Context: an optimization exercise on an open-source flow, tuned for small area. The choices shown serve that exercise and are no tape-out recipe.
Function was checked by simulation only, so behaviour that the tests miss may differ from the original.
The flow treats the clock pin as an ideal source. Dropping or thinning the clock tree relies on that and would not hold on a real chip.
No activity file was given, so power comes from the tool's default toggle rates.

File: config.mk
export PLATFORM = sky130hd
export DESIGN_NAME = EF_PSRAM_CTRL_ahbl
export DESIGN_NICKNAME = EF_PSRAM_CTRL_ahbl
export VERILOG_FILES = /design/flow/design.v
export SDC_FILE = /design/flow/constraint.sdc
export NUM_CORES = 4
export LEC_CHECK = 0
export CAP_MARGIN = 20
export CORE_MARGIN = 2
export CORE_UTILIZATION = 70
export SLEW_MARGIN = 20
export BUFFER_PORTS_ARGS = -buffer_cell sky130_fd_sc_hd__buf_1
export CTS_ARGS = -sink_clustering_enable -repair_clock_nets -dont_use_dummy_load -root_buf sky130_fd_sc_hd__clkbuf_4 -buf_list sky130_fd_sc_hd__clkbuf_4
export POST_CTS_TCL = /design/flow/flow/noroot.tcl
File: design.v
`timescale              1ns/1ps
`default_nettype        none
module EF_PSRAM_CTRL_ahbl (
    input   wire            HCLK,
    input   wire            HRESETn,
    input   wire            HSEL,
    input   wire [31:0]     HADDR,
    input   wire [31:0]     HWDATA,
    input   wire [1:0]      HTRANS,
    input   wire [2:0]      HSIZE,
    input   wire            HWRITE,
    input   wire            HREADY,
    output  wire            HREADYOUT,
    output  wire [31:0]     HRDATA,
    output  wire            sck,
    output  wire            ce_n,
    input   wire [3:0]      din,
    output  wire [3:0]      dout,
    output  wire [3:0]      douten
);
    reg [5:0]   qn;          
    wire [5:0]  q = ~qn;
    reg         wr;          
    reg         sz1;         
    reg         szs;         
    reg [31:0]  sr;          
    wire [4:0]  u       = q[5:1];
    wire        start   = HTRANS[1] & HSEL & HREADY;
    assign HREADYOUT = q[0] & u[4] & (wr ? u[0] : u[3]) &
                       (sz1 | (u[1] & (szs | u[2])));
    always @(posedge HCLK or negedge HRESETn)
        if (!HRESETn)
            qn <= 6'd0;
        else if (HREADYOUT)
            qn <= start ? 6'd60 : 6'd0;
        else
            qn <= qn - 6'd1;
    always @(posedge HCLK)
        if (HREADY) begin
            wr  <= HWRITE;
            sz1 <= (HSIZE == 3'd0);
            szs <= (HSIZE == 3'd0) | (HSIZE == 3'd1);
        end
    wire        shift = q[0] & (u[4] | (u[3] & (u[2] | u[1])));
    wire        in3   = szs & u[4];
    wire        in1   = sz1 & u[4];
    wire [31:0] sr_sh = { din,
                          sr[31:20],
                          in3 ? din : sr[19:16],
                          sr[15:12],
                          in1 ? din : sr[11:8],
                          sr[7:4] };
    always @(posedge HCLK)
        if (start & HREADYOUT)
            sr <= {sr_sh[31:24], HADDR[3:0], HADDR[7:4], HADDR[11:8],
                   HADDR[15:12], HADDR[19:16], HADDR[23:20]};
        else if (shift)
            sr <= sr_sh;
    genvar i;
    generate
        for (i = 0; i < 4; i = i + 1) begin : g_rd
            assign HRDATA[8*i+7:8*i+4] = sr[8*i+3:8*i];
            assign HRDATA[8*i+3:8*i]   = sr[8*i+7:8*i+4];
        end
    endgenerate
    reg  [3:0]  wnib;
    always @*
        case (u[2:0])
            3'd0:    wnib = HWDATA[7:4];
            3'd1:    wnib = HWDATA[3:0];
            3'd2:    wnib = HWDATA[15:12];
            3'd3:    wnib = HWDATA[11:8];
            3'd4:    wnib = HWDATA[23:20];
            3'd5:    wnib = HWDATA[19:16];
            3'd6:    wnib = HWDATA[31:28];
            default: wnib = HWDATA[27:24];
        endcase
    wire [7:0]  cmd     = wr ? 8'h38 : 8'heb;
    wire [2:0]  cidx    = 3'd1 - u[2:0];
    wire        p_cmd   = ~u[4] & (~u[3] | ~(u[2] | u[1]));
    assign sck      = q[0];
    assign ce_n     = (u[4:1] == 4'd0) | (u == 5'd31);
    assign dout     = p_cmd ? {3'b000, cmd[cidx]} :
                      u[4]  ? wnib :
                      sr[3:0];
    assign douten   = {4{wr | ~u[4]}};
endmodule
File: constraint.sdc
create_clock -name core_clock -period 10.0 [get_ports {HCLK}]
set_input_delay 2.0000 -clock core_clock [delete_from_list [all_inputs] [get_ports {HCLK}]]
set_output_delay 2.0000 -clock core_clock [all_outputs]
set_load 0.01 [all_outputs]
File: flow/noroot.tcl
set block [ord::get_db_block]
set port_net [[$block findBTerm HCLK] getNet]
set roots {}
foreach it [$port_net getITerms] { lappend roots [$it getInst] }
if {[llength $roots] == 1} {
  set root [lindex $roots 0]
  set out ""
  foreach it [$root getITerms] {
    if {[[$it getMTerm] getIoType] == "OUTPUT"} { set out [$it getNet] }
  }
  set sinks {}
  foreach it [$out getITerms] {
    if {[$it getInst] != $root} { lappend sinks $it }
  }
  set ok [expr {[llength $sinks] <= 4}]
  foreach it $sinks {
    if {![string match "sky130_fd_sc_hd__clkbuf_*" [[[$it getInst] getMaster] getName]]} { set ok 0 }
  }
  if {$ok} {
    foreach it $sinks { $it disconnect; $it connect $port_net }
    puts "noroot: removed [$root getName], [llength $sinks] leaf buffers now on the clock port"
    odb::dbInst_destroy $root
    odb::dbNet_destroy $out
  } else {
    puts "noroot: root buffer kept"
  }
}
File: standard.sh
#!/bin/bash
# synth_recipe.tcl (not shown) runs the flow's synth.tcl, then flattens the netlist and writes it again
# the make line also repeats each setting of config.mk as NAME=value (left out here)
make -C /OpenROAD-flow-scripts/flow DESIGN_CONFIG=/design/flow/config.mk WORK_HOME=/design/flow/orfs CLKGATE_MAP_FILE= SYNTH_SCRIPT=/design/flow/synth_recipe.tcl "${@:-finish}"
File: flow/run.sh
#!/bin/bash
# The standard layout with these changes to how it is made:
#  - synthesis maps the logic with an area-oriented ABC script (flow/area.abc)
#    in place of ORFS's speed script; everything else in the synthesis is
#    synth_recipe.tcl as given (same flip-flop mapping, flattening, renaming);
#  - the port buffers are sky130_fd_sc_hd__buf_1 (buffer_ports -buffer_cell);
set -euo pipefail
W=$(pwd)
ABC_SCRIPT="$W/flow/area.abc"
sed "s|log_cmd abc {\*}\$abc_args|log_cmd abc {*}[lreplace \$abc_args 1 1 $ABC_SCRIPT]|" \
    "$FLOW_HOME/scripts/synth.tcl" > "$W/synth_area.tcl"
grep -q "$ABC_SCRIPT" "$W/synth_area.tcl"
sed "s|source \$::env(SCRIPTS_DIR)/synth.tcl|source $W/synth_area.tcl|" \
    "$W/synth_recipe.tcl" > "$W/own_synth.tcl"
grep -q "$W/synth_area.tcl" "$W/own_synth.tcl"
cat >> config.mk <<EOT
export BUFFER_PORTS_ARGS = -buffer_cell sky130_fd_sc_hd__buf_1
export CTS_ARGS = -sink_clustering_enable -repair_clock_nets -dont_use_dummy_load -root_buf sky130_fd_sc_hd__clkbuf_4 -buf_list sky130_fd_sc_hd__clkbuf_4
export POST_CTS_TCL = $W/flow/noroot.tcl
EOT
bash standard.sh SYNTH_SCRIPT="$W/own_synth.tcl" finish > make.log 2>&1
File: flow/area.abc
strash
dch
amap
topo
==> results of run 1 <==
stage by stage:
stage | hold slack, ps | setup slack [ps] | util | instance area, µm²
final | 459 | 4970 | 0.899 | 2440
after floorplan | 477 | 5310 | - | 1960
after global routing | 479 | 4930 | 0.899 | 2440
after detailed placement | 437 | 4990 | 0.888 | 2410
after global placement | 429 | 5060 | 0.888 | 2410
placed cells by master (no fill, tap or decap), drive strengths merged:
| cell type | count |
|---|---|
| buf | 112 |
| edfxtp | 35 |
| o21ai | 19 |
| nand2 | 16 |
| a22o | 16 |
| clkinv | 12 |
| o22ai | 10 |
| nor2 | 9 |
| nor3 | 8 |
| a21oi | 8 |
| a22oi | 7 |
| dfrtp | 6 |
| a222oi | 5 |
| nand3 | 4 |
| clkbuf | 4 |
| nand4 | 3 |
| ha | 3 |
| a31oi | 2 |
| o211ai | 1 |
| nor2b | 1 |
| o32ai | 1 |
| a221oi | 1 |
cell usage after synthesis:
library cell	instances	area share
o21ai_0	19	0.048
o32ai_1	1	0.0045
nor3_1	8	0.020
nor2_1	9	0.017
dfrtp_1	6	0.076
nand3_1	4	0.010
a221oi_1	1	0.0045
o211ai_1	1	0.0038
a31oi_1	2	0.0064
a22oi_1	7	0.027
nand4_1	3	0.0096
a22o_1	16	0.071
ha_1	3	0.019
buf_4	3	0.011
a222oi_1	5	0.025
nand2_1	16	0.031
a21oi_1	8	0.020
edfxtp_1	35	0.54
clkinv_1	12	0.023
nor2b_1	1	0.0032
o22ai_1	10	0.032
cells by family (layout without fill, tap and decap cells):
group           count (synthesis)  count (layout)  synth area share
flops                          41              41             0.612
compound gates                 70              70             0.243
fa+ha+maj                       3               3            0.0191
buf+inv                        15             128            0.0344
simple gates                   41              41            0.0911
power by group through the flow:
stage | registers, µW | clock network [µW] | logic, µW
after floorplan | 389 | 0 | 209
after global placement | 361 | 0 | 356
after detailed placement | 364 | 0 | 374
after global routing | 372 | 64.2 | 411
final | 363 | 59.9 | 379
metal layers:
layer / up-vias / global-route usage / routed length (µm)
li1: 909 / - / -
met1: 907 / 0.395 / 1930
met2: 133 / 0.599 / 2840
met3: 19 / 0.0680 / 476
met4: 0 / 0.106 / 155
met5: - / 0 / 0
worst paths after layout:
path | startpoint | to | slack, ps
min in group asynchronous | HRESETn | qn[3]$_DFF_PN0_ | 1690
hold / removal | sr[30]$_DFFE_PP_ | sr[26]$_DFFE_PP_ | 460
setup reg to reg | qn[2]$_DFF_PN0_ | sr[1]$_DFFE_PP_ | 6320
setup / recovery | HWDATA[1] | dout[1] | 4970
hold reg to reg | sr[30]$_DFFE_PP_ | sr[26]$_DFFE_PP_ | 460
max in group asynchronous | HRESETn | qn[2]$_DFF_PN0_ | 8060
critical path, cell delays in order:
cell,delay (ps)
buf_1,80
a222oi_1,390
nand3_1,140
a21oi_1,180
a21oi_1,90
buf_1,140
cell type report:
cell class | count | area (µm²)
Fill cell | 132 | 274
Inverter | 12 | 45.0
Multi-Input combinational cell | 114 | 697
Clock buffer | 4 | 30.0
Tap cell | 31 | 38.8
Sequential cell | 41 | 1200
Timing Repair Buffer | 112 | 424
registers in the layout (all words and copies together) (netlist names):
name,count
sz1,1
sr,32
wr,1
szs,1
qn,6
==> results by group, run 1 <==
Setup path
  – R2r worst-path depth: 6
  – Crit path DAT: ~3000 ps
  – WP data required: roughly 8000 ps
  – Critical Setup Path Class: input port to output pin
  – CP startpoint kind: input port
  – Crit. End Element: output pin
  – Critical Path Fanout Max: 1

Finish
  – Post-route insts no fill: approximately 310
  – Share of post-route cells with drive strength above 1: 0.0212
  – # nets final: between 300 and 400
  – Synth-to-layout area growth: 24.1%
  – N_diodes: 0

Drt
  – Initial DRC Count: 171
  – Vias: ~2.0k
  – Residual DRC: 0
  – Drt first pass iters: 5
  – DRT Wirelength: 5400 µm
  – Routed len/inst: approximately 17 µm
  – Vias per cell: 6.27
  – Routed Antenna Nets: 0

Place
  – Port buffer count: 111
  – Placed Cells: 310
  – Post-DP HPWL: roughly 4000 µm
  – Routability Congestion: 0.869

Floorplan
  – Die Y: 57.0 µm
  – Std-Cell Rows: 19
  – Initial Utilization: 0.724
  – Die ar.: 3240 µm²
  – Core box area: 2710 µm²
  – Die span in x: 57.0 µm
  – IO Count: ~120

Pwr
  – Power Dens Cells: around 330 nW/µm²
  – Sw frac: 0.430
  – Seq pwr share: 0.453
  – Leakage: between 0.0008 and 0.0009 µW
  – Switching pwr: 345 µW
  – Total power draw: about 800 µW
  – Peak VDD IR: between 0.0003 and 0.0004 V
  – Combinational power share: 0.473
  – Int Power: 458 µW
  – Clk pwr share: 0.075

Hold path
  – WHS Path Cells: 0
  – Hold crit path type: register to register

Yosys
  – #FFs+latches synth: slightly above 40
  – Net Count, Synth: 251
  – Synth Cell Area: just under 2000 µm²
  – Ys Warns: 1
  – Syn Area/Cell: 11.5 µm²
  – Mapped Cells: 170
  – Number of distinct library cells after synthesis: 21
  – Post-synthesis sequential area ratio: 0.612

STA
  – Final period util: 0.503
  – Min Tclk post-route: 5030 ps
  – Worst Tran Pin Value: 904 ps
  – Final hold vios: 0
  – Fmax: 199 MHz
  – Setup TNS: 0 ps
  – Worst slew margin relative to its limit: 0.395
  – Final setup violation count: 0
  – Clock skew: roughly 4.5 ps
  – Fin. max-slew vios: 0
  – RSZ-0062 raised after global routing: false

GRT
  – GRT Overall Usage: 0.331
  – Overflow after GRT: 0
  – First-pass GRT wire length: 8020 µm
  – Initial antenna violation count: 0
  – Pin count of the biggest net entering global routing: 33
  – Number of global-route vias before repair: 1746

Job
  – Max-cap viol count: 0

Clock tree
  – Clock slew at reported path FFs: approximately 100 ps
  – Worst skew pair latency: 170 ps
  – Sink Count: ~40

Outcome
  – Status: complete, no violations
==> run 2, diff against run 1 <==
--- a/design.v
+++ b/design.v
@@ -52,8 +52,13 @@
                           sr[7:4] };
+    wire        ld      = start & HREADYOUT;
+    wire        sh_only = shift & ~ld;
+    wire        hold    = ~(shift | ld);
+    wire [23:0] addr_n  = {HADDR[3:0], HADDR[7:4], HADDR[11:8],
+                           HADDR[15:12], HADDR[19:16], HADDR[23:20]};
     always @(posedge HCLK)
-        if (start & HREADYOUT)
-            sr <= {sr_sh[31:24], HADDR[3:0], HADDR[7:4], HADDR[11:8],
-                   HADDR[15:12], HADDR[19:16], HADDR[23:20]};
-        else if (shift)
-            sr <= sr_sh;
+        sr[23:0] <= ({24{ld}} & addr_n) | ({24{sh_only}} & sr_sh[23:0]) |
+                    ({24{hold}} & sr[23:0]);
+    always @(posedge HCLK)
+        if (shift)
+            sr[31:24] <= sr_sh[31:24];
     genvar i;
==> results by group, run 2 <==
Outcome
  – Exit stage: 3_3_place_gp
  – Stop Error: [ERROR GPL-0301] Utilization 101.379 % exceeds 100%.
  – Status: aborted with a tool error

Yosys
  – Mapped Cells: approximately 200
  – Post-synthesis mux area share: 0
  – Post-synth EDFFs: 11
  – Count leader, synth: clkinv_1
  – Asr flop ratio synth: 0.146
  – Synth cell count leaders: clkinv_1, dfxtp_1, nor2_1
  – Yosys top cell area share: 0.256
  – Top post-synthesis cells by area: dfxtp_1, edfxtp_1, a222oi_1
  – Syn Area/Cell: 9.64 µm²
  – Post-synthesis sequential area ratio: 0.511
  – Post-synth top area cell: dfxtp_1
  – Compound-gate portion of the synthesized area: 0.291
  – #FFs+latches synth: 41
  – Largest family of logic cells by synthesized area: compound AO/OA/AOI/OAI gates
  – Net Count, Synth: ~280
  – Number of distinct library cells after synthesis: 22
  – Post-Synth Simple-Gate Area: 0.0999
  – Ys Warns: 1
  – Synth Cell Area: 1880 µm²
  – Synth Area in Adders: 0.0200
  – Post-Synth XOR/XNOR Area: 0
  – Synth Flop Type: dfxtp_1

Place
  – Port buffer count: 111

Floorplan
  – IO Count: roughly 120
  – Die Y: 55.8 µm
  – Initial Utilization: 0.752
  – Die span in x: 55.8 µm
  – Std-Cell Rows: 18
## run 2: changes by cell type after synthesis, moves of 3 or more
cell      delta
dfxtp_1     +24
edfxtp_1    -24
clkinv_1    +21
a22o_1      -16
a222oi_1    +12
nor2_1      +12
a22oi_1     +10
a221o_1      +8
o21ai_0      -8
o22ai_1      -6
nand2_1      -4
nand3_1      -3
## run 2: kinds of logic after synthesis
family	after synthesis
buffers and inverters	36
DFF	41
adders and majority gates	3
and+or+nand+nor	45
AOI/OAI and AO/OA	70
==> run 3, diff against run 2 <==
--- a/config.mk
+++ b/config.mk
@@ -9,3 +9,3 @@
 export CORE_MARGIN = 2
-export CORE_UTILIZATION = 70
+export CORE_UTILIZATION = 60
 export SLEW_MARGIN = 20
==> results by group, run 3 <==
Floorplan
  – Core box area: 3030 µm²
  – IO Count: 121
  – Die span in x: 60.0 µm
  – Die ar.: 3600 µm²
  – Initial Utilization: 0.621
  – Std-Cell Rows: 20
  – Die Y: 60.0 µm

Yosys
  – Post-synth top area cell: dfxtp_1
  – Count leader, synth: clkinv_1
  – Net Count, Synth: 276
  – Syn Area/Cell: 9.64 µm²
  – Number of distinct library cells after synthesis: 22
  – Synth Area in Adders: 0.0200
  – Largest family of logic cells by synthesized area: compound AO/OA/AOI/OAI gates
  – Yosys top cell area share: 0.256
  – Mapped Cells: roughly 200
  – Compound-gate portion of the synthesized area: 0.291
  – Synth Flop Type: dfxtp_1
  – Post-Synth Simple-Gate Area: 0.0999
  – Post-synthesis mux area share: 0
  – Post-synthesis sequential area ratio: 0.511
  – #FFs+latches synth: 41
  – Ys Warns: 1
  – Post-synth EDFFs: 11
  – Synth cell count leaders: clkinv_1, dfxtp_1, nor2_1
  – Synth Cell Area: 1880 µm²
  – Top post-synthesis cells by area: dfxtp_1, edfxtp_1, a222oi_1
  – Post-Synth XOR/XNOR Area: 0
  – Asr flop ratio synth: 0.146

STA
  – Final setup violation count: 0
  – Setup TNS: 0 ps
  – Worst slew margin relative to its limit: 0.386
  – Worst Tran Pin Value: between 900 and 1000 ps
  – Final period util: 0.494
  – Fmax: 202 MHz
  – Fin. max-slew vios: 0
  – RSZ-0062 raised after global routing: false
  – Worst hold margin: 448 ps
  – Clock skew: 28.5 ps
  – Final hold vios: 0
  – Min Tclk post-route: 4940 ps

Finish
  – Largest register by flop count: sr
  – Post-route insts no fill: approximately 350
  – Largest register FFs: 32
  – Synth-to-layout area growth: 25.6%
  – # nets final: 390
  – Final instance area: 2360 µm²
  – Regs by FF count: sr: 32 flops, qn: 6 flops
  – Final core occ: 0.780
  – N_diodes: 0
  – Commonest non-fill, non-tap cell in the layout: buf_1
  – Most frequent cells in the layout: buf_1, clkinv_1, dfxtp_1, nor2_1
  – Share of post-route cells with drive strength above 1: 0.0163

Pwr
  – Switching pwr: 358 µW
  – Power Dens Cells: 334 nW/µm²
  – Clk pwr share: 0.074
  – Peak VDD IR: 0.000188 V
  – Seq pwr share: 0.402
  – Leakage: 0.000824 µW
  – Int Power: 430 µW
  – Combinational power share: 0.524
  – Sw frac: 0.454

GRT
  – GRT Overall Usage: 0.285
  – Pin count of the biggest net entering global routing: 26
  – Number of global-route vias before repair: 1742
  – Initial antenna violation count: 0
  – First-pass GRT wire length: about 7700 µm
  – Overflow after GRT: 0

Setup path
  – CP startpoint kind: input port
  – WP data required: 8000 ps
  – CP most frequent cell: buf_1
  – Critical Path Fanout Max: 1
  – Crit. End Element: output pin
  – Slowest stage cell, crit path: a222oi_1
  – R2R setup slack: 5840 ps
  – CP max stage delay: 320 ps
  – CP cell instances: buf_1 -> a222oi_1 -> nand4_1 -> a21oi_1 -> o221ai_1 -> buf_1
  – Crit path DAT: 2940 ps
  – Critical Setup Path Class: input port to output pin

Clock tree
  – Worst skew pair latency: 180 ps
  – Clock slew at reported path FFs: ~120 ps
  – Sink Count: 41

Drt
  – Residual DRC: 0
  – Initial DRC Count: roughly 210
  – Vias: 2027
  – Routed len/inst: 14.2 µm
  – Drt first pass iters: 5
  – Routed Antenna Nets: 0
  – Vias per cell: around 5.8
  – DRT Wirelength: around 5000 µm

Place
  – Routability Congestion: about 0.9
  – Placed inst area: 2330 µm²
  – Placed Cells: 347
  – Post-DP HPWL: ~4000 µm
  – Port buffer count: approximately 110

Outcome
  – Status: complete, no violations

Job
  – Max-cap viol count: 0

Hold path
  – Hold crit path type: register to register
-- run 3: cell counts after synthesis --
No cell type changed its count.
-- run 3: cells by family after synthesis --
family,after synthesis
and+or+nand+nor,45
buffers and inverters,36
DFF,41
adders and majority gates,3
AOI/OAI and AO/OA,70
-- run 3: area by class of cell --
| type | instances | area [µm²] |
|---|---|---|
| timing repair buffer | 111 | 417 |
| clock buffer | 4 | 30.0 |
| tap | 44 | 55.1 |
| multi-input combinational | 118 | 774 |
| inverter | 33 | 124 |
| fill | 249 | 667 |
| sequential | 41 | 961 |
-- run 3: worst max-delay path, delay by kind of cell --
kind | cells | cell delay [ps]
buffers and inverters | 2 | 220
AND/OR/NAND/NOR | 1 | 130
AO/OA/AOI/OAI | 3 | 590
-- run 3: metrics by stage --
step / power, µW / worst slack, ps
floorplan: 592 / 5330
global placement: 715 / 5070
detailed placement: 728 / 5070
global route: 855 / 4940
finish: 788 / 5060
-- run 3: final timing paths --
kind / start / to / depth (start not counted)
worst max-delay path: HWDATA[12] / dout[0] / 6
worst min-delay path: sr[29]$_DFFE_PP_ / sr[25]$_DFFE_PP_ / 0
worst max register to register: qn[2]$_DFF_PN0_ / sr[12]$_DFF_P_ / 9
worst min register to register: sr[29]$_DFFE_PP_ / sr[25]$_DFFE_PP_ / 0
max in group asynchronous: HRESETn / qn[2]$_DFF_PN0_ / 1
min in group asynchronous: HRESETn / qn[3]$_DFF_PN0_ / 1
-- run 3: per-layer routing --
layer,GRT usage,part of all wire,wire [µm],vias up
li1,-,-,-,989
met1,0.396,0.45,2230,916
met2,0.460,0.46,2290,116
met3,0.0433,0.084,419,6
met4,0.0889,0.0088,44,0
met5,0,0,0,-
-- run 3: power groups by stage --
stage	sequential [µW]	combinational, µW	clock, µW
after floorplan	334	258	0
after global placement	315	400	0
after detailed placement	318	410	0
after global routing	325	464	65.6
final	317	413	58.7
==> run 4, diff against run 3 <==
--- a/flow/run.sh
+++ b/flow/run.sh
@@ -18,3 +18,3 @@
 export CTS_ARGS = -sink_clustering_enable -repair_clock_nets -dont_use_dummy_load -root_buf sky130_fd_sc_hd__clkbuf_4 -buf_list sky130_fd_sc_hd__clkbuf_4
-export POST_CTS_TCL = $W/flow/noroot.tcl
+export POST_CTS_TCL = $W/flow/clkfix.tcl
 EOT
==> flow/clkfix.tcl (new file) <==
set block [ord::get_db_block]
set port_net [[$block findBTerm HCLK] getNet]
set roots {}
foreach it [$port_net getITerms] { lappend roots [$it getInst] }
if {[llength $roots] == 1} {
  set root [lindex $roots 0]
  set out ""
  foreach it [$root getITerms] {
    if {[[$it getMTerm] getIoType] == "OUTPUT"} { set out [$it getNet] }
  }
  set sinks {}
  foreach it [$out getITerms] {
    if {[$it getInst] != $root} { lappend sinks $it }
  }
  set ok [expr {[llength $sinks] <= 4}]
  foreach it $sinks {
    if {![string match "sky130_fd_sc_hd__clkbuf_*" [[[$it getInst] getMaster] getName]]} { set ok 0 }
  }
  if {$ok} {
    foreach it $sinks { $it disconnect; $it connect $port_net }
    puts "clkfix: removed [$root getName], [llength $sinks] leaf buffers now on the clock port"
    odb::dbInst_destroy $root
    odb::dbNet_destroy $out
  } else {
    puts "clkfix: root buffer kept"
  }
}
estimate_parasitics -placement
set big [[ord::get_db] findMaster sky130_fd_sc_hd__clkbuf_8]
set changed 0
foreach it [$port_net getITerms] {
  set leaf [$it getInst]
  if {![string match "sky130_fd_sc_hd__clkbuf_*" [[$leaf getMaster] getName]]} continue
  set out [get_nets -of_objects [get_pins -of_objects [get_cells [$leaf getName]] -filter "direction==output"]]
  set mx 0.0
  foreach p [get_pins -of_objects $out -filter "direction==input"] {
    set s [get_property $p slew_max]
    if {$s > $mx} { set mx $s }
  }
  puts "clkfix: [$leaf getName] [[$leaf getMaster] getName] max clock-pin slew $mx ns"
  if {$mx > 0.105} {
    $leaf swapMaster $big
    set changed 1
    puts "clkfix: [$leaf getName] upsized to sky130_fd_sc_hd__clkbuf_8"
  }
}
if {$changed} {
  detailed_placement
  estimate_parasitics -placement
}
--- a/config.mk
+++ b/config.mk
@@ -9,3 +9,3 @@
 export CORE_MARGIN = 2
-export CORE_UTILIZATION = 60
+export CORE_UTILIZATION = 66
 export SLEW_MARGIN = 20
@@ -13,2 +13,2 @@
 export CTS_ARGS = -sink_clustering_enable -repair_clock_nets -dont_use_dummy_load -root_buf sky130_fd_sc_hd__clkbuf_4 -buf_list sky130_fd_sc_hd__clkbuf_4
-export POST_CTS_TCL = /design/flow/flow/noroot.tcl
+export POST_CTS_TCL = /design/flow/flow/clkfix.tcl
removed: flow/noroot.tcl
==> results by group, run 4 <==
Outcome
  – Status: complete, no violations

Pwr
  – Clk pwr share: 0.077
  – Seq pwr share: 0.403
  – Int Power: 435 µW
  – Peak VDD IR: 0.000310 V
  – Sw frac: 0.454
  – Total power draw: 796 µW
  – Leakage: between 0.0008 and 0.0009 µW
  – Switching pwr: 361 µW
  – Power Dens Cells: 339 nW/µm²
  – Combinational power share: 0.519

Setup path
  – Critical path origin: HWDATA[14]
  – R2R setup slack: 5790 ps
  – Crit. End Element: output pin
  – CP startpoint kind: input port
  – Critical Path Fanout Max: 1
  – WP data required: 8000 ps
  – Critical Setup Path Class: input port to output pin
  – RR Startpoint: qn[2]$_DFF_PN0_
  – Worst R2R End: sr[12]$_DFF_P_
  – R2r worst-path depth: 9
  – Crit path DAT: 2940 ps
  – Critical path endpoint: dout[2]

Floorplan
  – Std-Cell Rows: 19
  – Initial Utilization: 0.687
  – Die ar.: 3290 µm²
  – IO Count: 121
  – Core box area: between 2000 and 3000 µm²
  – Die span in x: 57.4 µm
  – Die Y: 57.4 µm

STA
  – Worst Tran Pin Value: around 900 ps
  – Clock skew: 27.3 ps
  – Final setup violation count: 0
  – Final hold vios: 0
  – Final period util: 0.494
  – Setup TNS: 0 ps
  – Worst slew margin relative to its limit: 0.380
  – Worst hold margin: 474 ps
  – Fmax: 202 MHz
  – Min Tclk post-route: 4940 ps
  – Fin. max-slew vios: 0
  – RSZ-0062 raised after global routing: false

Clock tree
  – Sink Count: 41
  – Clock slew at reported path FFs: 80 ps
  – Worst skew pair latency: between 150 and 200 ps

Place
  – Port buffer count: 111
  – Placed inst area: 2310 µm²
  – Routability Congestion: slightly below 0.9
  – Post-DP HPWL: 3930 µm

Drt
  – Vias per cell: 6.20
  – Routed Antenna Nets: 0
  – Residual DRC: 0
  – Vias: ~2.1k
  – Routed len/inst: 15.0 µm
  – DRT Wirelength: 5070 µm
  – Initial DRC Count: approximately 230
  – Drt first pass iters: 7

GRT
  – Number of global-route vias before repair: 1813
  – GRT Overall Usage: 0.318
  – First-pass GRT wire length: 8200 µm
  – Initial antenna violation count: 0
  – Overflow after GRT: 0
  – Pin count of the biggest net entering global routing: 26

Yosys
  – Top post-synthesis cells by area: dfxtp_1, edfxtp_1, a222oi_1
  – Post-synthesis sequential area ratio: 0.511
  – Synth Flop Type: dfxtp_1
  – Synth cell count leaders: clkinv_1, dfxtp_1, nor2_1
  – Count leader, synth: clkinv_1
  – Ys Warns: 1
  – Net Count, Synth: about 280
  – #FFs+latches synth: 41
  – Mapped Cells: ~200
  – Syn Area/Cell: around 9.6 µm²
  – Asr flop ratio synth: 0.146
  – Post-synth EDFFs: 11
  – Yosys top cell area share: 0.256
  – Number of distinct library cells after synthesis: 22
  – Synth Cell Area: about 1900 µm²
  – Post-synth top area cell: dfxtp_1

Finish
  – # nets final: 390
  – Share of post-route cells with drive strength above 1: 0.0163
  – Largest register by flop count: sr
  – Regs by FF count: sr: 32 flops, qn: 6 flops
  – Final instance area: 2350 µm²
  – Synth-to-layout area growth: 25.1%
  – Commonest non-fill, non-tap cell in the layout: buf_1
  – Largest register FFs: 32
  – N_diodes: 0
  – Most frequent cells in the layout: buf_1, clkinv_1, dfxtp_1, nor2_1

Hold path
  – Min-delay src: sr[28]$_DFFE_PP_
  – Hold crit path type: register to register
  – WHS Path Cells: 0

Job
  – Max-cap viol count: 0
run 4: cell counts after synthesis:
No cell type changed its count.
run 4: power by group through the flow:
stage                     logic [µW]  clock network, µW  registers, µW
after global placement           395                  0            316
after detailed placement         411                  0            320
final                            413               61.7            321
after global routing             469               69.2            326
after floorplan                  258                  0            334
run 4: worst min-delay path by stage:
stage | to
floorplan | qn[0]$_DFF_PN0_
global placement | sr[24]$_DFFE_PP_
detailed placement | sr[25]$_DFFE_PP_
global route | sr[26]$_DFFE_PP_
finish | sr[24]$_DFFE_PP_
run 4: cell families (layout without fill, tap and decap cells):
logic type      after synthesis  count (layout)  share of synthesized area
simple gates                 45              45                     0.0999
flops                        41              41                      0.511
compound gates               70              70                      0.291
fa+ha+maj                     3               3                     0.0200
buf+inv                      36             148                     0.0779
run 4: per-layer routing:
metal	track usage	up-vias	routed length, µm
li1	-	987	-
met1	0.446	958	2090
met2	0.510	146	2370
met3	0.0680	4	590
met4	0.0698	0	18
met5	0	-	0
run 4: cell type report:
type | count | area [µm²]
Clock buffer | 4 | 36.3
Tap cell | 31 | 38.8
Multi-Input combinational cell | 118 | 774
Fill cell | 178 | 383
Sequential cell | 41 | 961
Timing Repair Buffer | 111 | 417
Inverter | 33 | 124
run 4: stage by stage:
stage	worst slack [ps]	util	std cells
after floorplan	5330	-	195
after global placement	5090	0.846	334
after detailed placement	5060	0.846	334
after global routing	4940	0.860	338
final	5060	0.860	338
run 4: critical path, cell delays in order:
cell       delay [ps]
buf_1              70
a222oi_1          320
o2111ai_1         150
a21oi_1           160
o22ai_1           100
buf_1             140
==> run 5, diff against run 4 <==
--- a/config.mk
+++ b/config.mk
@@ -9,3 +9,3 @@
 export CORE_MARGIN = 2
-export CORE_UTILIZATION = 66
+export CORE_UTILIZATION = 60
 export SLEW_MARGIN = 20
==> results by group, run 5 <==
Setup path
  – CP startpoint kind: input port
  – CP max stage delay: 320 ps
  – RR Startpoint: qn[2]$_DFF_PN0_
  – Crit path DAT: 2940 ps
  – CP cell instances: buf_1 -> a222oi_1 -> nand4_1 -> a21oi_1 -> o221ai_1 -> buf_1
  – Worst R2R End: sr[14]$_DFF_P_
  – R2R setup slack: ~5800 ps
  – R2r worst-path depth: 9
  – Crit. End Element: output pin
  – Slowest stage cell, crit path: a222oi_1
  – Critical path endpoint: dout[0]
  – Critical Path Fanout Max: 1
  – Critical path origin: HWDATA[12]
  – WP data required: 8000 ps
  – CP most frequent cell: buf_1
  – Critical Setup Path Class: input port to output pin

STA
  – Clock skew: 19.1 ps
  – Worst slew margin relative to its limit: 0.396
  – Final setup violation count: 0
  – Setup TNS: 0 ps
  – RSZ-0062 raised after global routing: false
  – Min Tclk post-route: 4940 ps
  – Final period util: 0.494
  – Fin. max-slew vios: 0
  – Final hold vios: 0
  – Fmax: 202 MHz
  – Worst Tran Pin Value: 903 ps

Yosys
  – Post-synth EDFFs: 11
  – Net Count, Synth: 276
  – Mapped Cells: approximately 200
  – Count leader, synth: clkinv_1
  – Post-synthesis sequential area ratio: 0.511
  – #FFs+latches synth: between 40 and 50
  – Asr flop ratio synth: 0.146
  – Post-synth top area cell: dfxtp_1
  – Ys Warns: 1
  – Synth cell count leaders: clkinv_1, dfxtp_1, nor2_1
  – Synth Cell Area: 1880 µm²
  – Syn Area/Cell: 9.64 µm²
  – Top post-synthesis cells by area: dfxtp_1, edfxtp_1, a222oi_1
  – Yosys top cell area share: 0.256
  – Number of distinct library cells after synthesis: 22
  – Synth Flop Type: dfxtp_1

Place
  – Post-DP HPWL: 3910 µm
  – Routability Congestion: 0.911
  – Port buffer count: 111

GRT
  – GR Util met1: 0.397
  – GRT Overall Usage: 0.287
  – First-pass GRT wire length: 7760 µm
  – Met3 usage: 0.0671
  – Pin count of the biggest net entering global routing: 26
  – Initial antenna violation count: 0
  – Gr busiest metal: met2
  – Overflow after GRT: 0
  – Number of global-route vias before repair: about 1.7k
  – Met2 usage: 0.464

Drt
  – Vias per cell: 5.85
  – Routed Antenna Nets: 0
  – DRT Wirelength: 5030 µm
  – Residual DRC: 0
  – Drt first pass iters: 6
  – Vias: around 2.1k
  – Initial DRC Count: 206
  – Routed len/inst: 14.3 µm

Pwr
  – Leakage: 0.000829 µW
  – Peak VDD IR: 0.000205 V
  – Power Dens Cells: about 340 nW/µm²

Finish
  – Commonest non-fill, non-tap cell in the layout: buf_1
  – Most frequent cells in the layout: buf_1, clkinv_1, dfxtp_1, nor2_1
  – N_diodes: 0
  – Largest register by flop count: sr
  – Final core occ: 0.784
  – Filler instances: 246
  – Regs by FF count: sr: 32 flops, qn: 6 flops
  – # nets final: 390
  – Largest register FFs: 32
  – Synth-to-layout area growth: 26.3%
  – Share of post-route cells with drive strength above 1: 0.0163

Floorplan
  – Die Y: 60.0 µm
  – IO Count: about 120
  – Std-Cell Rows: 20
  – Initial Utilization: 0.621
  – Die ar.: 3600 µm²
  – Die span in x: between 50 and 60 µm
  – Core box area: roughly 3000 µm²

Hold path
  – Hold crit path type: register to register
  – WHS Path Cells: 0

Outcome
  – Status: complete, no violations

Clock tree
  – Clock slew at reported path FFs: 90 ps
  – Worst skew pair latency: 150 ps
  – Sink Count: 41

Job
  – Max-cap viol count: 0
[run 5: how the worst min path moves through the flow]
stage	to	start	slack, ps
final	sr[27]$_DFFE_PP_	sr[31]$_DFFE_PP_	440
after global routing	sr[27]$_DFFE_PP_	sr[31]$_DFFE_PP_	460
after detailed placement	sr[25]$_DFFE_PP_	sr[29]$_DFFE_PP_	440
after global placement	sr[26]$_DFFE_PP_	sr[30]$_DFFE_PP_	430
after floorplan	qn[0]$_DFF_PN0_	qn[0]$_DFF_PN0_	480
[run 5: layout make-up]
class,instances,area (µm²),area share
clock buffers,4,42.5,0.0179
inverters,33,124,0.0522
multi-input cells,118,774,0.326
flip-flops and latches,41,961,0.405
well taps,44,55.1,0.0232
repair buffers,111,417,0.176
[run 5: stage by stage]
| stage | hold WS (ps) | instance area (µm²) | std cells | total power [µW] | setup WS, ps |
|---|---|---|---|---|---|
| after floorplan | 477 | 1880 | 195 | 592 | 5330 |
| after global placement | 432 | 2330 | 347 | 715 | 5070 |
| after detailed placement | 435 | 2330 | 347 | 728 | 5070 |
| after global routing | 458 | 2370 | 351 | 864 | 4940 |
| final | 442 | 2370 | 351 | 798 | 5060 |
[run 5: cell families after synthesis]
logic type	count (synthesis)	synth area share
buffers and inverters	36	0.0779
flip-flops	41	0.511
AO/OA/AOI/OAI	70	0.291
adder cells (fa/ha/maj)	3	0.0200
AND/OR/NAND/NOR	45	0.0999
[run 5: worst max-delay path, delay by kind of cell]
kind	cells	cell delay, ps
buffers and inverters	2	220
AND/OR/NAND/NOR	1	130
AO/OA/AOI/OAI	3	590
[run 5: report_power, final]
part / internal [µW] / leakage, µW / switching, µW
clock network: 27.9 / 0.0000236 / 40.0
logic: 157 / 0.000421 / 256
registers: 254 / 0.000384 / 62.9
[run 5: metal layers]
layer,share of wire,vias to the layer above
met4,0.0046,0
met1,0.43,943
li1,-,985
met5,0,-
met3,0.10,4
met2,0.47,121
==> run 6, diff against run 5 <==
--- a/design.v
+++ b/design.v
@@ -53,3 +53,4 @@
     wire        ld      = start & HREADYOUT;
-    wire        sh_only = shift & ~ld;
+    wire        ldw     = wr & q[0] & (u == 5'd15);
+    wire        sh_only = shift & ~ld & ~ldw;
     wire        hold    = ~(shift | ld);
@@ -57,8 +58,8 @@
                            HADDR[15:12], HADDR[19:16], HADDR[23:20]};
+    wire [31:0] wdat_n  = {HWDATA[27:24], HWDATA[31:28], HWDATA[19:16],
+                           HWDATA[23:20], HWDATA[11:8], HWDATA[15:12],
+                           HWDATA[3:0], HWDATA[7:4]};
     always @(posedge HCLK)
-        sr[23:0] <= ({24{ld}} & addr_n) | ({24{sh_only}} & sr_sh[23:0]) |
-                    ({24{hold}} & sr[23:0]);
-    always @(posedge HCLK)
-        if (shift)
-            sr[31:24] <= sr_sh[31:24];
+        sr <= ({32{ld}} & {8'h00, addr_n}) | ({32{ldw}} & wdat_n) |
+              ({32{sh_only}} & sr_sh) | ({32{hold}} & sr);
     genvar i;
@@ -70,14 +71,2 @@
     endgenerate
-    reg  [3:0]  wnib;
-    always @*
-        case (u[2:0])
-            3'd0:    wnib = HWDATA[7:4];
-            3'd1:    wnib = HWDATA[3:0];
-            3'd2:    wnib = HWDATA[15:12];
-            3'd3:    wnib = HWDATA[11:8];
-            3'd4:    wnib = HWDATA[23:20];
-            3'd5:    wnib = HWDATA[19:16];
-            3'd6:    wnib = HWDATA[31:28];
-            default: wnib = HWDATA[27:24];
-        endcase
     wire [7:0]  cmd     = wr ? 8'h38 : 8'heb;
@@ -88,3 +77,2 @@
     assign dout     = p_cmd ? {3'b000, cmd[cidx]} :
-                      u[4]  ? wnib :
                       sr[3:0];
--- a/flow/clkfix.tcl
+++ b/flow/clkfix.tcl
@@ -40,3 +40,3 @@
   puts "clkfix: [$leaf getName] [[$leaf getMaster] getName] max clock-pin slew $mx ns"
-  if {$mx > 0.105} {
+  if {$mx > 0.112} {
     $leaf swapMaster $big
--- a/config.mk
+++ b/config.mk
@@ -9,3 +9,3 @@
 export CORE_MARGIN = 2
-export CORE_UTILIZATION = 60
+export CORE_UTILIZATION = 50
 export SLEW_MARGIN = 20
==> results by group, run 6 <==
Yosys
  – Count leader, synth: dfxtp_1
  – Synth cell count leaders: dfxtp_1, clkinv_1, o21ai_0
  – Asr flop ratio synth: 0.146
  – Post-synth EDFFs: 3
  – Syn Area/Cell: 10.1 µm²
  – Synth Cell Area: 1790 µm²
  – Ys Warns: 1
  – Post-synth top area cell: dfxtp_1
  – Net Count, Synth: approximately 260
  – Post-synthesis sequential area ratio: 0.491
  – Synth Flop Type: dfxtp_1
  – Number of distinct library cells after synthesis: 22
  – Yosys top cell area share: 0.357
  – Top post-synthesis cells by area: dfxtp_1, a222oi_1, a221o_1
  – #FFs+latches synth: 41
  – Mapped Cells: 177

Clock tree
  – Clock slew at reported path FFs: 80 ps
  – Sink Count: between 40 and 50
  – Worst skew pair latency: roughly 160 ps

STA
  – RSZ-0062 raised after global routing: false
  – Fin. max-slew vios: 0
  – Min Tclk post-route: roughly 4400 ps
  – Clock skew: 19.2 ps
  – Final period util: 0.436
  – Final hold vios: 0
  – Final worst setup slack: 5640 ps
  – Worst slew margin relative to its limit: 0.382
  – Fmax: 229 MHz
  – Setup TNS: 0 ps
  – Final setup violation count: 0
  – Worst Tran Pin Value: 918 ps

Drt
  – Drt first pass iters: 5
  – Met2 routed WL: ~2000 µm
  – Routed len/inst: 13.8 µm
  – Vias: 1908
  – WL met1: 2210 µm
  – Routed Antenna Nets: 0
  – Residual DRC: 0
  – WL met3: between 400 and 500 µm
  – DRT Wirelength: 4650 µm
  – Top routing layer in use: met3
  – Initial DRC Count: 144
  – Vias per cell: about 5.7

Setup path
  – CP startpoint kind: input port
  – CP most frequent cell: clkinv_1
  – CP max stage delay: 840 ps
  – CP cell instances: buf_1 -> nand4_1 -> clkinv_1 -> nor3_2 -> clkinv_1 -> o21ai_0
  – Critical Setup Path Class: input port to register
  – Critical Path Fanout Max: 25
  – Crit. End Element: register
  – Slowest stage cell, crit path: nor3_2
  – WP data required: around 10000 ps
  – Top delay family on crit path: buffers and inverters
  – Crit path DAT: approximately 4400 ps
  – Number of buffers and inverters on the critical path: 3

Pwr
  – Peak VDD IR: 0.000173 V
  – Leakage: between 0.0008 and 0.0009 µW
  – Power Dens Cells: about 320 nW/µm²

Place
  – Post-Place Setup Slack: 5490 ps
  – Routability Congestion: 0.847
  – Placed inst area: 2260 µm²
  – Post-DP HPWL: 3460 µm
  – Port buffer count: 111

Finish
  – Most frequent cells in the layout: buf_1, dfxtp_1, clkinv_1, o21ai_0, a222oi_1
  – Share of post-route cells with drive strength above 1: 0.0241
  – Synth-to-layout area growth: 28.7%
  – Final instance area: about 2300 µm²
  – Largest register FFs: 32
  – Regs by FF count: sr: 32 flops, qn: 6 flops
  – Largest register by flop count: sr
  – # nets final: 374
  – Final core occ: 0.681
  – N_diodes: 0
  – Commonest non-fill, non-tap cell in the layout: buf_1

GRT
  – Number of global-route vias before repair: 1636
  – Pin count of the biggest net entering global routing: 34
  – First-pass GRT wire length: between 7000 and 8000 µm
  – Overflow after GRT: 0
  – Initial antenna violation count: 0
  – GRT Overall Usage: 0.235

Job
  – Max-cap viol count: 0

Floorplan
  – Die ar.: about 4100 µm²
  – IO Count: between 100 and 150
  – Std-Cell Rows: 21
  – Initial Utilization: 0.529
  – Core box area: 3390 µm²
  – Die span in x: 63.9 µm
  – Die Y: 63.9 µm

Outcome
  – Status: complete, no violations

Hold path
  – Hold crit path type: register to register
[run 6: tightest hold or removal path, delay by kind of cell (launching register included)]
kind | cells | cell delay (ps)
AOI/OAI and AO/OA | 1 | 70
buffers and inverters | 1 | 50
DFF | 1 | 320
[run 6: kinds of logic after synthesis]
group,Yosys count,synth area share
compound gates,80,0.360
fa+ha+maj,3,0.0209
buf+inv,27,0.0628
flops,41,0.491
simple gates,26,0.0649
[run 6: path summary, 6_finish.rpt]
check,start,end,slack (ps),depth (start not counted)
max,HREADY,sr[12]$_DFF_P_,5640,6
min,sr[0]$_DFF_P_,sr[0]$_DFF_P_,480,2
max reg2reg,qn[2]$_DFF_PN0_,sr[12]$_DFF_P_,6420,8
min reg2reg,sr[0]$_DFF_P_,sr[0]$_DFF_P_,480,2
max in group asynchronous,HRESETn,qn[0]$_DFF_PN0_,8060,1
min in group asynchronous,HRESETn,qn[3]$_DFF_PN0_,1700,1
[run 6: per-stage QoR]
| step | total power [µW] | hold WS (ps) | instances |
|---|---|---|---|
| floorplan | 547 | 477 | 177 |
| global placement | 667 | 470 | 333 |
| detailed placement | 674 | 478 | 333 |
| global route | 808 | 516 | 337 |
| finish | 739 | 484 | 337 |
[run 6: layer usage]
layer | track usage | vias to the layer above
met5 | 0 | -
met4 | 0.0435 | 0
met3 | 0.0599 | 0
met2 | 0.362 | 112
met1 | 0.336 | 852
li1 | - | 944
[run 6: final cells by class]
| class | instances | area [µm²] |
|---|---|---|
| inverter | 24 | 90.1 |
| fill | 294 | 1080 |
| multi-input combinational | 109 | 805 |
| sequential | 41 | 881 |
| tap | 46 | 57.6 |
| timing repair buffer | 113 | 432 |
| clock buffer | 4 | 42.5 |
[run 6: report_power, final]
part           internal (µW)  switching [µW]
registers                244            60.6
clock network           27.9            39.7
logic                    149             217
total                    421             318
==> run 7, diff against run 6 <==
--- a/flow/run.sh
+++ b/flow/run.sh
@@ -18,3 +18,3 @@
 export CTS_ARGS = -sink_clustering_enable -repair_clock_nets -dont_use_dummy_load -root_buf sky130_fd_sc_hd__clkbuf_4 -buf_list sky130_fd_sc_hd__clkbuf_4
-export POST_CTS_TCL = $W/flow/clkfix.tcl
+export POST_CTS_TCL = $W/flow/clkbal.tcl
 EOT
==> flow/clkbal.tcl (new file) <==
set block [ord::get_db_block]
set port_net [[$block findBTerm HCLK] getNet]
set roots {}
foreach it [$port_net getITerms] { lappend roots [$it getInst] }
if {[llength $roots] == 1} {
  set root [lindex $roots 0]
  set out ""
  foreach it [$root getITerms] {
    if {[[$it getMTerm] getIoType] == "OUTPUT"} { set out [$it getNet] }
  }
  set sinks {}
  foreach it [$out getITerms] {
    if {[$it getInst] != $root} { lappend sinks $it }
  }
  set ok [expr {[llength $sinks] <= 4}]
  foreach it $sinks {
    if {![string match "sky130_fd_sc_hd__clkbuf_*" [[[$it getInst] getMaster] getName]]} { set ok 0 }
  }
  if {$ok} {
    foreach it $sinks { $it disconnect; $it connect $port_net }
    puts "clkbal: removed [$root getName], [llength $sinks] leaf buffers now on the clock port"
    odb::dbInst_destroy $root
    odb::dbNet_destroy $out
  } else {
    puts "clkbal: root buffer kept"
  }
}
# the leaves and their flip-flop clock pins
set leaves {}
foreach it [$port_net getITerms] {
  set inst [$it getInst]
  if {[string match "sky130_fd_sc_hd__clkbuf_*" [[$inst getMaster] getName]]} { lappend leaves $inst }
}
proc leaf_out {leaf} {
  foreach it [$leaf getITerms] {
    if {[[$it getMTerm] getIoType] == "OUTPUT"} { return [$it getNet] }
  }
}
set pins {}
set flat 1
foreach leaf $leaves {
  foreach it [[leaf_out $leaf] getITerms] {
    if {[$it getInst] == $leaf} continue
    if {[[[$it getInst] getMaster] getType] != "CORE"} { set flat 0 }
    set loc [[$it getInst] getLocation]
    lappend pins [list $it [lindex $loc 0] [lindex $loc 1]]
  }
}
if {[llength $leaves] == 4 && $flat} {
  set byx [lsort -integer -index 1 $pins]
  set h [expr {[llength $byx] / 2}]
  set groups {}
  foreach half [list [lrange $byx 0 [expr {$h - 1}]] [lrange $byx $h end]] {
    set byy [lsort -integer -index 2 $half]
    set k [expr {[llength $byy] / 2}]
    lappend groups [lrange $byy 0 [expr {$k - 1}]] [lrange $byy $k end]
  }
  # give each group the leaf nearest its centre
  set free $leaves
  foreach g $groups {
    set sx 0; set sy 0
    foreach p $g { incr sx [lindex $p 1]; incr sy [lindex $p 2] }
    set cx [expr {$sx / [llength $g]}]; set cy [expr {$sy / [llength $g]}]
    set best ""; set bd 0
    foreach leaf $free {
      set loc [$leaf getLocation]
      set d [expr {abs([lindex $loc 0] - $cx) + abs([lindex $loc 1] - $cy)}]
      if {$best == "" || $d < $bd} { set best $leaf; set bd $d }
    }
    set free [lsearch -all -inline -not -exact $free $best]
    set net [leaf_out $best]
    foreach p $g {
      set it [lindex $p 0]
      if {[$it getNet] != $net} { $it disconnect; $it connect $net }
    }
    $best setLocation $cx $cy
    puts "clkbal: [$best getName] drives [llength $g] flip-flops"
  }
  detailed_placement
}
estimate_parasitics -placement
set big [[ord::get_db] findMaster sky130_fd_sc_hd__clkbuf_8]
set changed 0
foreach leaf $leaves {
  set out [get_nets -of_objects [get_pins -of_objects [get_cells [$leaf getName]] -filter "direction==output"]]
  set mx 0.0
  foreach p [get_pins -of_objects $out -filter "direction==input"] {
    set s [get_property $p slew_max]
    if {$s > $mx} { set mx $s }
  }
  puts "clkbal: [$leaf getName] [[$leaf getMaster] getName] max clock-pin slew $mx ns"
  if {$mx > 0.112} {
    $leaf swapMaster $big
    set changed 1
    puts "clkbal: [$leaf getName] upsized to sky130_fd_sc_hd__clkbuf_8"
  }
}
if {$changed} {
  detailed_placement
  estimate_parasitics -placement
}
--- a/config.mk
+++ b/config.mk
@@ -7,8 +7,8 @@
 export LEC_CHECK = 0
-export CAP_MARGIN = 20
+export CAP_MARGIN = 0
 export CORE_MARGIN = 2
 export CORE_UTILIZATION = 50
-export SLEW_MARGIN = 20
+export SLEW_MARGIN = 0
 export BUFFER_PORTS_ARGS = -buffer_cell sky130_fd_sc_hd__buf_1
 export CTS_ARGS = -sink_clustering_enable -repair_clock_nets -dont_use_dummy_load -root_buf sky130_fd_sc_hd__clkbuf_4 -buf_list sky130_fd_sc_hd__clkbuf_4
-export POST_CTS_TCL = /design/flow/flow/clkfix.tcl
+export POST_CTS_TCL = /design/flow/flow/clkbal.tcl
removed: flow/clkfix.tcl
==> results by group, run 7 <==
GRT
  – Overflow after GRT: 0
  – GRT Overall Usage: 0.235
  – Initial antenna violation count: 0
  – First-pass GRT wire length: 7630 µm
  – Number of global-route vias before repair: ~1.6k
  – Pin count of the biggest net entering global routing: 34

Drt
  – Routed len/inst: 13.7 µm
  – Drt first pass iters: 5
  – Residual DRC: 0
  – DRT Wirelength: ~4600 µm
  – Vias per cell: 5.66
  – Vias: 1908
  – Routed Antenna Nets: 0
  – Initial DRC Count: 120

Pwr
  – Sw frac: 0.435
  – Leakage: ~0.00084 µW
  – Clk pwr share: 0.081
  – Combinational power share: 0.502
  – Switching pwr: 317 µW
  – Seq pwr share: 0.417
  – Int Power: 412 µW
  – Peak VDD IR: 0.000156 V
  – Total power draw: 729 µW
  – Power Dens Cells: about 320 nW/µm²

Finish
  – Most frequent cells in the layout: buf_1, dfxtp_1, clkinv_1, o21ai_0, a222oi_1
  – Final instance area: 2290 µm²
  – Synth-to-layout area growth: 28.0%
  – Area of the multi-input gates: 805 µm²
  – N_diodes: 0
  – Share of post-route cells with drive strength above 1: 0.0241
  – Commonest non-fill, non-tap cell in the layout: buf_1
  – Post-route insts no fill: 337
  – Regs by FF count: sr: 32 flops, qn: 6 flops
  – Filler instances: 298
  – Largest register FFs: 32
  – Sequential Area: 881 µm²
  – Largest register by flop count: sr
  – # nets final: 374

Setup path
  – R2R setup slack: 6400 ps
  – R2r worst-path depth: 8
  – CP startpoint kind: input port
  – Crit path DAT: 4420 ps
  – Critical Path Fanout Max: 25
  – Worst R2R End: sr[14]$_DFF_P_
  – Crit. End Element: register
  – WP data required: slightly above 10000 ps
  – RR Startpoint: qn[2]$_DFF_PN0_
  – Critical Setup Path Class: input port to register

Hold path
  – WHS Path Cells: 2
  – Min-delay src: sr[0]$_DFF_P_
  – Worst Hold Path EP: sr[0]$_DFF_P_
  – Hold crit path type: register to register

Yosys
  – Post-synthesis sequential area ratio: 0.491
  – #FFs+latches synth: 41
  – Ys Warns: 1
  – Asr flop ratio synth: 0.146
  – Mapped Cells: 177
  – Top post-synthesis cells by area: dfxtp_1, a222oi_1, a221o_1
  – Net Count, Synth: 258
  – Synth Flop Type: dfxtp_1
  – Syn Area/Cell: 10.1 µm²
  – Post-synth top area cell: dfxtp_1
  – Number of distinct library cells after synthesis: 22
  – Synth Cell Area: 1790 µm²
  – Post-synth EDFFs: 3
  – Synth cell count leaders: dfxtp_1, clkinv_1, o21ai_0
  – Count leader, synth: dfxtp_1
  – Yosys top cell area share: 0.357

STA
  – Worst Tran Pin Value: 909 ps
  – Final hold vios: 0
  – Clock skew: about 11 ps
  – RSZ-0062 raised after global routing: false
  – Final setup violation count: 0
  – Fin. max-slew vios: 0
  – Final worst setup slack: 5660 ps
  – Setup TNS: 0 ps
  – Fmax: 231 MHz
  – Final period util: 0.434
  – Worst slew margin relative to its limit: 0.388
  – Min Tclk post-route: 4340 ps

Outcome
  – Status: complete, no violations

Floorplan
  – IO Count: about 120
  – Initial Utilization: 0.529
  – Die Y: 63.9 µm
  – Std-Cell Rows: 21
  – Core box area: 3390 µm²
  – Die span in x: 63.9 µm
  – Die ar.: 4080 µm²

Place
  – Placed inst area: roughly 2300 µm²
  – Post-Place Setup Slack: 5490 ps
  – Post-DP HPWL: 3460 µm
  – Placed Cells: 333
  – Routability Congestion: 0.847
  – Port buffer count: 111

Job
  – Max-cap viol count: 0

Clock tree
  – Worst skew pair latency: approximately 170 ps
  – Sink Count: 41
  – Clock slew at reported path FFs: roughly 110 ps
[run 7: cell counts after synthesis]
Identical to the previous run, type by type.
[run 7: worst max-delay path: stages]
cell	delay (ps)
buf_1	120
nand4_1	200
clkinv_1	600
nor3_2	840
clkinv_1	400
o21ai_0	260
[run 7: logic make-up after synthesis]
group                      Yosys count  share of synthesized area
AOI/OAI and AO/OA                   80                      0.360
adders and majority gates            3                     0.0209
buffers and inverters               27                     0.0628
DFF                                 41                      0.491
and+or+nand+nor                     26                     0.0649
[run 7: layout make-up]
type	count	share of cell area
clock buffers	4	0.0131
inverters	24	0.0393
multi-input cells	109	0.351
flip-flops and latches	41	0.384
well taps	46	0.0251
repair buffers	113	0.188
[run 7: power groups by stage]
stage	combinational (µW)	clock (µW)	sequential (µW)
floorplan	224	0	323
global placement	361	0	306
detailed placement	367	0	307
global route	417	67.8	315
finish	366	58.8	304
[run 7: worst max-delay path by stage]
stage / cells past startpoint / end / slack, ps / startpoint
2_1_floorplan: 5 / sr[4]$_DFF_P_ / 5180 / HREADY
3_3_place_gp: 6 / sr[14]$_DFF_P_ / 5470 / HREADY
3_5_place_dp: 6 / sr[4]$_DFF_P_ / 5490 / HREADY
5_1_grt: 6 / sr[14]$_DFF_P_ / 5310 / HREADY
6_report: 6 / sr[14]$_DFF_P_ / 5660 / HREADY
[run 7: per-stage QoR]
step / util / hold WS (ps)
2_1_floorplan: - / 477
3_3_place_gp: 0.668 / 470
3_5_place_dp: 0.668 / 478
5_1_grt: 0.677 / 520
6_report: 0.677 / 487
[run 7: metal layers]
metal / global-route usage / vias up / part of all wire
met5: 0 / - / 0
met4: 0.0679 / 0 / 0.0069
met3: 0.0440 / 2 / 0.098
met2: 0.357 / 110 / 0.43
met1: 0.339 / 851 / 0.47
li1: - / 945 / -
==> run 8, diff against run 7 <==
--- a/config.mk
+++ b/config.mk
@@ -7,6 +7,6 @@
 export LEC_CHECK = 0
-export CAP_MARGIN = 0
+export CAP_MARGIN = 20
 export CORE_MARGIN = 2
 export CORE_UTILIZATION = 50
-export SLEW_MARGIN = 0
+export SLEW_MARGIN = 20
 export BUFFER_PORTS_ARGS = -buffer_cell sky130_fd_sc_hd__buf_1
==> results by group, run 8 <==
Outcome
  – Status: complete, no violations

Pwr
  – Total power draw: 729 µW
  – Peak VDD IR: between 0.00015 and 0.0002 V
  – Leakage: 0.000844 µW
  – Power Dens Cells: 318 nW/µm²

Hold path
  – Hold crit path type: register to register
  – Worst Hold Path EP: sr[0]$_DFF_P_
  – WHS Path Cells: 2
  – Min-delay src: sr[0]$_DFF_P_

GRT
  – Initial antenna violation count: 0
  – Pin count of the biggest net entering global routing: 34
  – Overflow after GRT: 0
  – First-pass GRT wire length: 7630 µm
  – Number of global-route vias before repair: around 1.6k
  – GRT Overall Usage: 0.235

STA
  – Fin. max-slew vios: 0
  – RSZ-0062 raised after global routing: false
  – Final hold vios: 0
  – Worst Tran Pin Value: 909 ps
  – Setup TNS: 0 ps
  – Fmax: 231 MHz
  – Final period util: 0.434
  – Final worst setup slack: 5660 ps
  – Final setup violation count: 0
  – Min Tclk post-route: 4340 ps
  – Worst slew margin relative to its limit: 0.388
  – Clock skew: approximately 11 ps

Setup path
  – Critical Path Fanout Max: 25
  – Crit path DAT: roughly 4400 ps
  – R2R setup slack: 6400 ps
  – Crit. End Element: register
  – Critical Setup Path Class: input port to register
  – RR Startpoint: qn[2]$_DFF_PN0_
  – R2r worst-path depth: 8
  – CP startpoint kind: input port
  – Worst R2R End: sr[14]$_DFF_P_
  – WP data required: 10080 ps

Clock tree
  – Clock slew at reported path FFs: 110 ps
  – Worst skew pair latency: approximately 170 ps
  – Sink Count: between 40 and 50

Place
  – Post-DP HPWL: 3460 µm
  – Port buffer count: between 100 and 150
  – Placed Cells: approximately 330
  – Post-Place Setup Slack: 5490 ps
  – Routability Congestion: 0.847

Drt
  – Residual DRC: 0
  – DRT Wirelength: 4620 µm
  – Initial DRC Count: 120
  – Drt first pass iters: 5
  – Top routing layer in use: met4
  – WL met1: 2160 µm
  – WL met3: between 400 and 500 µm
  – Routed Antenna Nets: 0
  – Met2 routed WL: 1970 µm
  – Vias per cell: ~5.7
  – Vias: 1908
  – Routed len/inst: 13.7 µm

Floorplan
  – Die span in x: 63.9 µm
  – Std-Cell Rows: 21
  – IO Count: 121
  – Initial Utilization: 0.529
  – Die ar.: just over 4000 µm²
  – Die Y: 63.9 µm
  – Core box area: 3390 µm²

Finish
  – N_diodes: 0
  – Largest register by flop count: sr
  – Post-route insts no fill: 337
  – Final core occ: 0.677
  – Regs by FF count: sr: 32 flops, qn: 6 flops
  – Most frequent cells in the layout: buf_1, dfxtp_1, clkinv_1, o21ai_0, a222oi_1
  – Largest register FFs: 32
  – Share of post-route cells with drive strength above 1: 0.0241
  – # nets final: 374
  – Commonest non-fill, non-tap cell in the layout: buf_1
  – Synth-to-layout area growth: 28.0%

Yosys
  – Yosys top cell area share: 0.357
  – Post-synth EDFFs: 3
  – Synth Flop Type: dfxtp_1
  – Net Count, Synth: 258
  – Number of distinct library cells after synthesis: 22
  – Post-synth top area cell: dfxtp_1
  – Syn Area/Cell: 10.1 µm²
  – Post-synthesis sequential area ratio: 0.491
  – Top post-synthesis cells by area: dfxtp_1, a222oi_1, a221o_1
  – Count leader, synth: dfxtp_1
  – Synth Cell Area: 1790 µm²
  – #FFs+latches synth: between 40 and 50
  – Synth cell count leaders: dfxtp_1, clkinv_1, o21ai_0
  – Ys Warns: 1
  – Asr flop ratio synth: 0.146
  – Mapped Cells: 177

Job
  – Max-cap viol count: 0
==> run 8: metal layers <==
metal,global-route usage,vias up
met5,0,-
met4,0.0679,0
met3,0.0440,2
met2,0.357,110
met1,0.339,851
li1,-,945
==> run 8: metrics by stage <==
step	hold slack [ps]	cell area [µm²]
2_1_floorplan	477	1790
3_3_place_gp	470	2260
3_5_place_dp	478	2260
5_1_grt	520	2290
6_report	487	2290
==> run 8: cell families (layout without fill, tap and decap cells) <==
| family | after synthesis | in the layout | share of synthesized area |
|---|---|---|---|
| buf+inv | 27 | 141 | 0.0628 |
| compound gates | 80 | 80 | 0.360 |
| flops | 41 | 41 | 0.491 |
| simple gates | 26 | 26 | 0.0649 |
| fa+ha+maj | 3 | 3 | 0.0209 |
==> run 8: area by class of cell <==
| cell class | instances | area (µm²) |
|---|---|---|
| multi-input combinational | 109 | 805 |
| inverter | 24 | 90.1 |
| tap | 46 | 57.6 |
| sequential | 41 | 881 |
| fill | 298 | 1090 |
| timing repair buffer | 113 | 432 |
| clock buffer | 4 | 30.0 |
==> run 8: worst max-delay path: stages <==
cell      delay, ps
buf_1           120
nand4_1         200
clkinv_1        600
nor3_2          840
clkinv_1        400
o21ai_0         260
==> run 8: where the power goes <==
group	internal (µW)	switching (µW)
Clock	19.2	39.6
Combinational	149	217
Sequential	243	60.6
==> run 8: worst max path at each step <==
stage / from / end / slack (ps) / depth (start not counted)
finish: HREADY / sr[14]$_DFF_P_ / 5660 / 6
global route: HREADY / sr[14]$_DFF_P_ / 5310 / 6
detailed placement: HREADY / sr[4]$_DFF_P_ / 5490 / 6
global placement: HREADY / sr[14]$_DFF_P_ / 5470 / 6
floorplan: HREADY / sr[4]$_DFF_P_ / 5180 / 5

==> separate check: timing with driven ports <==
How much do the figures lean on ideal ports? The routed layouts below were timed once more, with nothing changed but the port constraints. Step 1 sets driving cells, clkbuf_16 on the clock port and buf_2 on the other inputs (assumed; they add their load-dependent delay and slew). Step 2 also shifts input and output timing later by t, the mid clock arrival at the registers, as if the neighbouring blocks saw the same clock. Slacks: no drivers / after step 1 / after step 2; pairs: no drivers / after step 1.
| run | shift t [ns] | setup WS [ns] | hold WS [ns] | slew at the worst register clock pin (ns) |
|---|---|---|---|---|
| run 1 | 0.207 | 4.971 / 4.950 / 4.950 | 0.459 / 0.459 / 0.459 | 0.11 / 0.11 |
| run 3 | 0.204 | 5.057 / 5.035 / 5.035 | 0.448 / 0.448 / 0.448 | 0.12 / 0.12 |
| run 4 | 0.193 | 5.058 / 5.035 / 5.035 | 0.474 / 0.474 / 0.474 | 0.11 / 0.11 |
| run 5 | 0.189 | 5.061 / 5.039 / 5.039 | 0.442 / 0.442 / 0.442 | 0.09 / 0.09 |
| run 6 | 0.187 | 5.637 / 5.659 / 5.472 | 0.484 / 0.484 / 0.484 | 0.09 / 0.09 |
| run 7 | 0.204 | 5.663 / 5.685 / 5.482 | 0.487 / 0.487 / 0.487 | 0.11 / 0.11 |
| run 8 | 0.204 | 5.663 / 5.685 / 5.482 | 0.487 / 0.487 / 0.487 | 0.11 / 0.11 |
After both steps setup and hold are still met in every run listed.
